This design comes from an exercise in tuning for small area, a short achievable clock period and few clock cycles on the open sky130 flow, not from production work. In this exercise RTL edits were held to simulation tests only and were not proved equivalent to the original.

==> run M: inputs <==
==> flow/design.v <==
`timescale 1ns / 1ps
`default_nettype none
module blur_unit #(
    parameter W = 16,
    parameter FREE = 0
) (
    input wire clk_in,
    input wire rst_in,
    input wire in_v,
    input wire [7:0] in_d,
    input wire [2*$clog2(W)-1:0] in_addr,  
    output logic out_v,
    output logic [7:0] out_d,
    output logic [2*$clog2(W)-1:0] out_addr,
    output logic sub_v  
);
    localparam XW = $clog2(W);
    wire [XW-1:0] ix = in_addr[XW-1:0];
    wire [XW-1:0] iy = in_addr[2*XW-1:XW];
    logic [XW-1:0] fx;
    logic flushing;
    wire tok = in_v | flushing;
    logic [7:0] lb1 [0:W-1];
    logic [7:0] lb2 [0:W-1];
    always_ff @(posedge clk_in) begin
        if (FREE || tok) begin
            lb1[0] <= in_d;
            lb2[0] <= (iy == 0) ? in_d : lb1[W-1];
            for (int k = 1; k < W; k++) begin
                lb1[k] <= lb1[k-1];
                lb2[k] <= lb2[k-1];
            end
        end
    end
    wire [7:0] mid = lb1[W-1];
    wire [7:0] top = lb2[W-1];
    wire [7:0] bot = flushing ? mid : in_d;
    wire [9:0] vsum = {2'b00, top} + {1'b0, mid, 1'b0} + {2'b00, bot};
    wire vtok = (in_v && iy != 0) || flushing;
    wire [XW-1:0] vxn = flushing ? fx : ix;
    logic [9:0] vr;
    logic vv, vx0, vxl;
    always_ff @(posedge clk_in) begin
        vr <= vsum;
        vx0 <= vxn == 0;
        vxl <= vxn == W-1;
        if (rst_in) begin
            fx <= 0;
            flushing <= 0;
            vv <= 0;
        end else begin
            vv <= vtok;
            if (in_v && ix == W-1 && iy == W-1) flushing <= 1;
            if (flushing) begin
                fx <= fx + 1'b1;
                if (fx == W-1) flushing <= 0;
            end
        end
    end
    logic [9:0] ha, hb;
    logic pend;
    wire [9:0] tc = pend ? hb : vr;
    wire [11:0] hsum = {2'b00, ha} + {1'b0, hb, 1'b0} + {2'b00, tc};
    wire htok = (vv && !vx0) || pend;
    wire [2*XW-1:0] next_addr = out_addr + out_v;
    always_ff @(posedge clk_in) begin
        if (FREE || vv) begin
            ha <= vx0 ? vr : hb;
            hb <= vr;
        end
        out_d <= hsum[11:4];
        if (rst_in) begin
            pend <= 0;
            out_v <= 0;
            sub_v <= 0;
            out_addr <= 0;
        end else begin
            pend <= vv && vxl;
            out_v <= htok;
            sub_v <= htok && !next_addr[0] && !next_addr[XW];
            out_addr <= next_addr;
        end
    end
endmodule
`default_nettype wire
`timescale 1ns / 1ps
`default_nettype none
module gaussian_pyramid #(
                    parameter BIT_DEPTH = 8,
                    parameter TOP_WIDTH = 16,
                    parameter TOP_HEIGHT = 16
                    ) (
                    input wire clk_in,
                    input wire rst_in,
                    output logic [$clog2(TOP_WIDTH * TOP_HEIGHT)-1:0] ext_read_addr,
                    output logic ext_read_addr_valid,
                    input wire [BIT_DEPTH-1:0] ext_pixel_in,
                    output logic [$clog2(TOP_WIDTH * TOP_HEIGHT)-1:0] O1L1_write_addr,
                    output logic O1L1_write_valid,
                    output logic [BIT_DEPTH-1:0] O1L1_pixel_out,
                    output logic [$clog2(TOP_WIDTH * TOP_HEIGHT)-1:0] O1L2_write_addr,
                    output logic O1L2_write_valid,
                    output logic [BIT_DEPTH-1:0] O1L2_pixel_out,
                    output logic [$clog2(TOP_WIDTH * TOP_HEIGHT)-1:0] O1L3_write_addr,
                    output logic O1L3_write_valid,
                    output logic [BIT_DEPTH-1:0] O1L3_pixel_out,
                    output logic [$clog2(TOP_WIDTH / 2 * TOP_HEIGHT / 2)-1:0] O2L1_write_addr,
                    output logic O2L1_write_valid,
                    output logic [BIT_DEPTH-1:0] O2L1_pixel_out,
                    output logic [$clog2(TOP_WIDTH / 2 * TOP_HEIGHT / 2)-1:0] O2L2_write_addr,
                    output logic O2L2_write_valid,
                    output logic [BIT_DEPTH-1:0] O2L2_pixel_out,
                    output logic [$clog2(TOP_WIDTH / 2 * TOP_HEIGHT / 2)-1:0] O2L3_write_addr,
                    output logic O2L3_write_valid,
                    output logic [BIT_DEPTH-1:0] O2L3_pixel_out,
                    output logic [$clog2(TOP_WIDTH / 4 * TOP_HEIGHT / 4)-1:0] O3L1_write_addr,
                    output logic O3L1_write_valid,
                    output logic [BIT_DEPTH-1:0] O3L1_pixel_out,
                    output logic [$clog2(TOP_WIDTH / 4 * TOP_HEIGHT / 4)-1:0] O3L2_write_addr,
                    output logic O3L2_write_valid,
                    output logic [BIT_DEPTH-1:0] O3L2_pixel_out,
                    output logic [$clog2(TOP_WIDTH / 4 * TOP_HEIGHT / 4)-1:0] O3L3_write_addr,
                    output logic O3L3_write_valid,
                    output logic [BIT_DEPTH-1:0] O3L3_pixel_out,
                    input wire start_in,
                    output logic pyramid_done
                    );
    logic rd_v1, rd_v2;
    always_ff @(posedge clk_in) begin
        if (rst_in) begin
            ext_read_addr_valid <= 0;
            ext_read_addr <= 0;
            rd_v1 <= 0;
            rd_v2 <= 0;
            O1L1_write_valid <= 0;
            O1L1_write_addr <= 0;
        end else begin
            if (start_in) ext_read_addr_valid <= 1;
            else if (ext_read_addr == 8'hff) ext_read_addr_valid <= 0;
            ext_read_addr <= ext_read_addr + ext_read_addr_valid;
            rd_v1 <= ext_read_addr_valid;
            rd_v2 <= rd_v1;
            O1L1_write_valid <= rd_v2;
            O1L1_write_addr <= O1L1_write_addr + O1L1_write_valid;
        end
        O1L1_pixel_out <= ext_pixel_in;
    end
    logic o1_sub, o1l2_sub, o2_sub, o2l2_sub, o3l2_sub, o3l3_sub;
    blur_unit #(.W(16), .FREE(1)) b1 (
        .clk_in(clk_in), .rst_in(rst_in),
        .in_v(O1L1_write_valid), .in_d(O1L1_pixel_out), .in_addr(O1L1_write_addr),
        .out_v(O1L2_write_valid), .out_d(O1L2_pixel_out), .out_addr(O1L2_write_addr),
        .sub_v(o1l2_sub));
    blur_unit #(.W(16), .FREE(1)) b2 (
        .clk_in(clk_in), .rst_in(rst_in),
        .in_v(O1L2_write_valid), .in_d(O1L2_pixel_out), .in_addr(O1L2_write_addr),
        .out_v(O1L3_write_valid), .out_d(O1L3_pixel_out), .out_addr(O1L3_write_addr),
        .sub_v(o1_sub));
    assign O2L1_write_valid = o1_sub;
    assign O2L1_pixel_out = O1L3_pixel_out;
    assign O2L1_write_addr = {O1L3_write_addr[7:5], O1L3_write_addr[3:1]};
    blur_unit #(.W(8), .FREE(0)) b3 (
        .clk_in(clk_in), .rst_in(rst_in),
        .in_v(o1_sub), .in_d(O1L3_pixel_out), .in_addr(O2L1_write_addr),
        .out_v(O2L2_write_valid), .out_d(O2L2_pixel_out), .out_addr(O2L2_write_addr),
        .sub_v(o2l2_sub));
    blur_unit #(.W(8), .FREE(0)) b4 (
        .clk_in(clk_in), .rst_in(rst_in),
        .in_v(O2L2_write_valid), .in_d(O2L2_pixel_out), .in_addr(O2L2_write_addr),
        .out_v(O2L3_write_valid), .out_d(O2L3_pixel_out), .out_addr(O2L3_write_addr),
        .sub_v(o2_sub));
    assign O3L1_write_valid = o2_sub;
    assign O3L1_pixel_out = O2L3_pixel_out;
    assign O3L1_write_addr = {O2L3_write_addr[5:4], O2L3_write_addr[2:1]};
    blur_unit #(.W(4), .FREE(0)) b5 (
        .clk_in(clk_in), .rst_in(rst_in),
        .in_v(o2_sub), .in_d(O2L3_pixel_out), .in_addr(O3L1_write_addr),
        .out_v(O3L2_write_valid), .out_d(O3L2_pixel_out), .out_addr(O3L2_write_addr),
        .sub_v(o3l2_sub));
    blur_unit #(.W(4), .FREE(0)) b6 (
        .clk_in(clk_in), .rst_in(rst_in),
        .in_v(O3L2_write_valid), .in_d(O3L2_pixel_out), .in_addr(O3L2_write_addr),
        .out_v(O3L3_write_valid), .out_d(O3L3_pixel_out), .out_addr(O3L3_write_addr),
        .sub_v(o3l3_sub));
    always_ff @(posedge clk_in) begin
        if (rst_in) pyramid_done <= 0;
        else pyramid_done <= O3L3_write_valid && O3L3_write_addr == 4'hf;
    end
endmodule
`default_nettype wire
==> flow/flow/run.sh <==
#!/bin/bash
set -euo pipefail
bash standard.sh SETUP_SLACK_MARGIN=7 BUFFER_PORTS_ARGS=-buffer_cell\ sky130_fd_sc_hd__buf_4 CTS_ARGS=-sink_clustering_enable\ -repair_clock_nets\ -dont_use_dummy_load\ -sink_clustering_size\ 30\ -sink_clustering_max_diameter\ 60 finish > standard_flow.log 2>&1
==> flow/standard.sh <==
#!/bin/bash
# synth_recipe.tcl (not shown) runs the flow's synth.tcl, then flattens the netlist and writes it again
# the make line also repeats each setting of config.mk as NAME=value (left out here)
make -C /OpenROAD-flow-scripts/flow DESIGN_CONFIG=/design/flow/config.mk WORK_HOME=/design/flow/orfs CLKGATE_MAP_FILE= SYNTH_SCRIPT=/design/flow/synth_recipe.tcl "${@:-finish}"
==> flow/config.mk <==
export PLATFORM = sky130hd
export DESIGN_NAME = gaussian_pyramid
export DESIGN_NICKNAME = gaussian_pyramid
export VERILOG_FILES = /design/flow/design.v
export SDC_FILE = /design/flow/constraint.sdc
export NUM_CORES = 8
export LEC_CHECK = 0
export CAP_MARGIN = 20
export CORE_MARGIN = 2
export CORE_UTILIZATION = 60
export SLEW_MARGIN = 20
export SYNTH_MEMORY_MAX_BITS = 16384
==> flow/constraint.sdc <==
create_clock -name core_clock -period 10.0 [get_ports {clk_in}]
set_input_delay 2.0000 -clock core_clock [delete_from_list [all_inputs] [get_ports {clk_in}]]
set_output_delay 2.0000 -clock core_clock [all_outputs]
set_load 0.01 [all_outputs]
==> inputs of run Y, as changes to run M <==
==> flow/design.v, changed modules only <==
module blur_unit #(
    parameter W = 16,
    parameter FREE = 0
) (
    input wire clk_in,
    input wire rst_in,
    input wire in_v,
    input wire [7:0] in_d,
    output logic out_v,
    output logic [7:0] out_d,
    output logic [2*$clog2(W)-1:0] out_addr,
    output logic sub_v  
);
    localparam XW = $clog2(W);
    logic [XW-1:0] ix, iy, fx;
    logic flushing;
    wire tok = in_v | flushing;
    logic [7:0] lb1 [0:W-1];
    logic [7:0] lb2 [0:W-1];
    always_ff @(posedge clk_in) begin
        if (FREE || tok) begin
            lb1[0] <= in_d;
            lb2[0] <= lb1[W-1];
            for (int k = 1; k < W; k++) begin
                lb1[k] <= lb1[k-1];
                lb2[k] <= lb2[k-1];
            end
        end
    end
    wire [7:0] mid = lb1[W-1];
    wire [7:0] top = (in_v && iy == 1) ? mid : lb2[W-1];
    wire [7:0] bot = flushing ? mid : in_d;
    wire [9:0] vsum = {2'b00, top} + {1'b0, mid, 1'b0} + {2'b00, bot};
    wire vtok = (in_v && iy != 0) || flushing;
    logic [9:0] vr;
    logic vv;
    logic [XW-1:0] vx;
    always_ff @(posedge clk_in) begin
        vr <= vsum;
        vx <= flushing ? fx : ix;
        if (rst_in) begin
            ix <= 0;
            iy <= 0;
            fx <= 0;
            flushing <= 0;
            vv <= 0;
        end else begin
            vv <= vtok;
            if (in_v) begin
                ix <= ix + 1'b1;
                if (ix == W-1) begin
                    iy <= iy + 1'b1;
                    if (iy == W-1) flushing <= 1;
                end
            end
            if (flushing) begin
                fx <= fx + 1'b1;
                if (fx == W-1) flushing <= 0;
            end
        end
    end
    logic [9:0] ha, hb;
    logic pend;
    wire [9:0] ta = (vx == 1) ? hb : ha;
    wire [9:0] tc = pend ? hb : vr;
    wire [11:0] hsum = {2'b00, ta} + {1'b0, hb, 1'b0} + {2'b00, tc};
    wire htok = (vv && vx != 0) || pend;
    wire [2*XW-1:0] next_addr = out_addr + out_v;
    always_ff @(posedge clk_in) begin
        if (FREE || vv) begin
            ha <= hb;
            hb <= vr;
        end
        out_d <= hsum[11:4];
        if (rst_in) begin
            pend <= 0;
            out_v <= 0;
            sub_v <= 0;
            out_addr <= 0;
        end else begin
            pend <= vv && vx == W-1;
            out_v <= htok;
            sub_v <= htok && !next_addr[0] && !next_addr[XW];
            out_addr <= next_addr;
        end
    end
endmodule
module gaussian_pyramid #(
                    parameter BIT_DEPTH = 8,
                    parameter TOP_WIDTH = 16,
                    parameter TOP_HEIGHT = 16
                    ) (
                    input wire clk_in,
                    input wire rst_in,
                    output logic [$clog2(TOP_WIDTH * TOP_HEIGHT)-1:0] ext_read_addr,
                    output logic ext_read_addr_valid,
                    input wire [BIT_DEPTH-1:0] ext_pixel_in,
                    output logic [$clog2(TOP_WIDTH * TOP_HEIGHT)-1:0] O1L1_write_addr,
                    output logic O1L1_write_valid,
                    output logic [BIT_DEPTH-1:0] O1L1_pixel_out,
                    output logic [$clog2(TOP_WIDTH * TOP_HEIGHT)-1:0] O1L2_write_addr,
                    output logic O1L2_write_valid,
                    output logic [BIT_DEPTH-1:0] O1L2_pixel_out,
                    output logic [$clog2(TOP_WIDTH * TOP_HEIGHT)-1:0] O1L3_write_addr,
                    output logic O1L3_write_valid,
                    output logic [BIT_DEPTH-1:0] O1L3_pixel_out,
                    output logic [$clog2(TOP_WIDTH / 2 * TOP_HEIGHT / 2)-1:0] O2L1_write_addr,
                    output logic O2L1_write_valid,
                    output logic [BIT_DEPTH-1:0] O2L1_pixel_out,
                    output logic [$clog2(TOP_WIDTH / 2 * TOP_HEIGHT / 2)-1:0] O2L2_write_addr,
                    output logic O2L2_write_valid,
                    output logic [BIT_DEPTH-1:0] O2L2_pixel_out,
                    output logic [$clog2(TOP_WIDTH / 2 * TOP_HEIGHT / 2)-1:0] O2L3_write_addr,
                    output logic O2L3_write_valid,
                    output logic [BIT_DEPTH-1:0] O2L3_pixel_out,
                    output logic [$clog2(TOP_WIDTH / 4 * TOP_HEIGHT / 4)-1:0] O3L1_write_addr,
                    output logic O3L1_write_valid,
                    output logic [BIT_DEPTH-1:0] O3L1_pixel_out,
                    output logic [$clog2(TOP_WIDTH / 4 * TOP_HEIGHT / 4)-1:0] O3L2_write_addr,
                    output logic O3L2_write_valid,
                    output logic [BIT_DEPTH-1:0] O3L2_pixel_out,
                    output logic [$clog2(TOP_WIDTH / 4 * TOP_HEIGHT / 4)-1:0] O3L3_write_addr,
                    output logic O3L3_write_valid,
                    output logic [BIT_DEPTH-1:0] O3L3_pixel_out,
                    input wire start_in,
                    output logic pyramid_done
                    );
    logic rd_v1, rd_v2;
    always_ff @(posedge clk_in) begin
        if (rst_in) begin
            ext_read_addr_valid <= 0;
            ext_read_addr <= 0;
            rd_v1 <= 0;
            rd_v2 <= 0;
            O1L1_write_valid <= 0;
            O1L1_write_addr <= 0;
        end else begin
            if (start_in) ext_read_addr_valid <= 1;
            else if (ext_read_addr == 8'hff) ext_read_addr_valid <= 0;
            ext_read_addr <= ext_read_addr + ext_read_addr_valid;
            rd_v1 <= ext_read_addr_valid;
            rd_v2 <= rd_v1;
            O1L1_write_valid <= rd_v2;
            O1L1_write_addr <= O1L1_write_addr + O1L1_write_valid;
        end
        O1L1_pixel_out <= ext_pixel_in;
    end
    logic o1_sub, o1l2_sub, o2_sub, o2l2_sub, o3l2_sub, o3l3_sub;
    blur_unit #(.W(16), .FREE(1)) b1 (
        .clk_in(clk_in), .rst_in(rst_in),
        .in_v(O1L1_write_valid), .in_d(O1L1_pixel_out),
        .out_v(O1L2_write_valid), .out_d(O1L2_pixel_out), .out_addr(O1L2_write_addr),
        .sub_v(o1l2_sub));
    blur_unit #(.W(16), .FREE(1)) b2 (
        .clk_in(clk_in), .rst_in(rst_in),
        .in_v(O1L2_write_valid), .in_d(O1L2_pixel_out),
        .out_v(O1L3_write_valid), .out_d(O1L3_pixel_out), .out_addr(O1L3_write_addr),
        .sub_v(o1_sub));
    assign O2L1_write_valid = o1_sub;
    assign O2L1_pixel_out = O1L3_pixel_out;
    assign O2L1_write_addr = {O1L3_write_addr[7:5], O1L3_write_addr[3:1]};
    blur_unit #(.W(8), .FREE(0)) b3 (
        .clk_in(clk_in), .rst_in(rst_in),
        .in_v(o1_sub), .in_d(O1L3_pixel_out),
        .out_v(O2L2_write_valid), .out_d(O2L2_pixel_out), .out_addr(O2L2_write_addr),
        .sub_v(o2l2_sub));
    blur_unit #(.W(8), .FREE(0)) b4 (
        .clk_in(clk_in), .rst_in(rst_in),
        .in_v(O2L2_write_valid), .in_d(O2L2_pixel_out),
        .out_v(O2L3_write_valid), .out_d(O2L3_pixel_out), .out_addr(O2L3_write_addr),
        .sub_v(o2_sub));
    assign O3L1_write_valid = o2_sub;
    assign O3L1_pixel_out = O2L3_pixel_out;
    assign O3L1_write_addr = {O2L3_write_addr[5:4], O2L3_write_addr[2:1]};
    blur_unit #(.W(4), .FREE(0)) b5 (
        .clk_in(clk_in), .rst_in(rst_in),
        .in_v(o2_sub), .in_d(O2L3_pixel_out),
        .out_v(O3L2_write_valid), .out_d(O3L2_pixel_out), .out_addr(O3L2_write_addr),
        .sub_v(o3l2_sub));
    blur_unit #(.W(4), .FREE(0)) b6 (
        .clk_in(clk_in), .rst_in(rst_in),
        .in_v(O3L2_write_valid), .in_d(O3L2_pixel_out),
        .out_v(O3L3_write_valid), .out_d(O3L3_pixel_out), .out_addr(O3L3_write_addr),
        .sub_v(o3l3_sub));
    always_ff @(posedge clk_in) begin
        if (rst_in) pyramid_done <= 0;
        else pyramid_done <= O3L3_write_valid && O3L3_write_addr == 4'hf;
    end
endmodule
==> flow/run.sh (new file) <==
#!/bin/bash
# synth_recipe.tcl (not shown) runs the flow's synth.tcl, then flattens the netlist and writes it again
# the make line also repeats each setting of config.mk as NAME=value (left out here)
make -C /OpenROAD-flow-scripts/flow DESIGN_CONFIG=/design/flow/config.mk WORK_HOME=/design/flow/orfs CLKGATE_MAP_FILE= SYNTH_SCRIPT=/design/flow/synth_recipe.tcl finish
--- a/flow/config.mk
+++ b/flow/config.mk
@@ -7,6 +7,6 @@
 export LEC_CHECK = 0
 export CAP_MARGIN = 20
 export CORE_MARGIN = 2
-export CORE_UTILIZATION = 60
+export CORE_UTILIZATION = 40
 export SLEW_MARGIN = 20
 export SYNTH_MEMORY_MAX_BITS = 16384
removed: flow/flow/run.sh
removed: flow/standard.sh
==> results.toml <==
[outcome]
status = "no timing/DRC/antenna violations"

[power]
power.total_mw = 15.0
seq-power_mw = 6.85
p_per_area_nw_per_um2 = 301
That was run Y.
==> results.toml <==
[floorplan]
tap_cells = 864

[power]
p_per_area_nw_per_um2 = 279
seq-power_mw = 6.77

[outcome]
status = "no timing/DRC/antenna violations"
That was run M.
Testbench counts of run M, summed over its fixed seeds: cycles 7,392.
Testbench counts of run Y, summed over its fixed seeds: cycles 7,392.

separate check: timing with driven ports:
No port has a modelled driver above. Below, the same layouts with a new extraction and two added sets of constraints.
Step 1 (the two cells are an assumption about what drives the block):
set clk [get_ports {clk_in}]
set_driving_cell -lib_cell sky130_fd_sc_hd__clkbuf_16 $clk
set_driving_cell -lib_cell sky130_fd_sc_hd__buf_2 [delete_from_list [all_inputs] $clk]
Step 2, shift: input delay + t, output delay - t, t = (earliest + latest rising clock arrival at the registers) / 2. This alone moves slack from input paths to output paths.
Three values: ideal ports, drivers, drivers and shift; two values: the first two.
run	t, ns	setup WS [ns]	worst hold slack (ns)	worst slew at a driven data input, ns	pins driven straight from the clock port
run M	0.691	6.777 / 6.715 / 6.559	0.281 / 0.281 / 0.281	0.03	1
run Y	0.780	5.944 / 5.877 / 6.225	0.309 / 0.309 / 0.309	0.04	1
After both steps every run listed still meets setup and hold. For run M, which loses most, drivers alone change the setup slack by -0.062 ns; drivers and shift together by -0.218 ns.
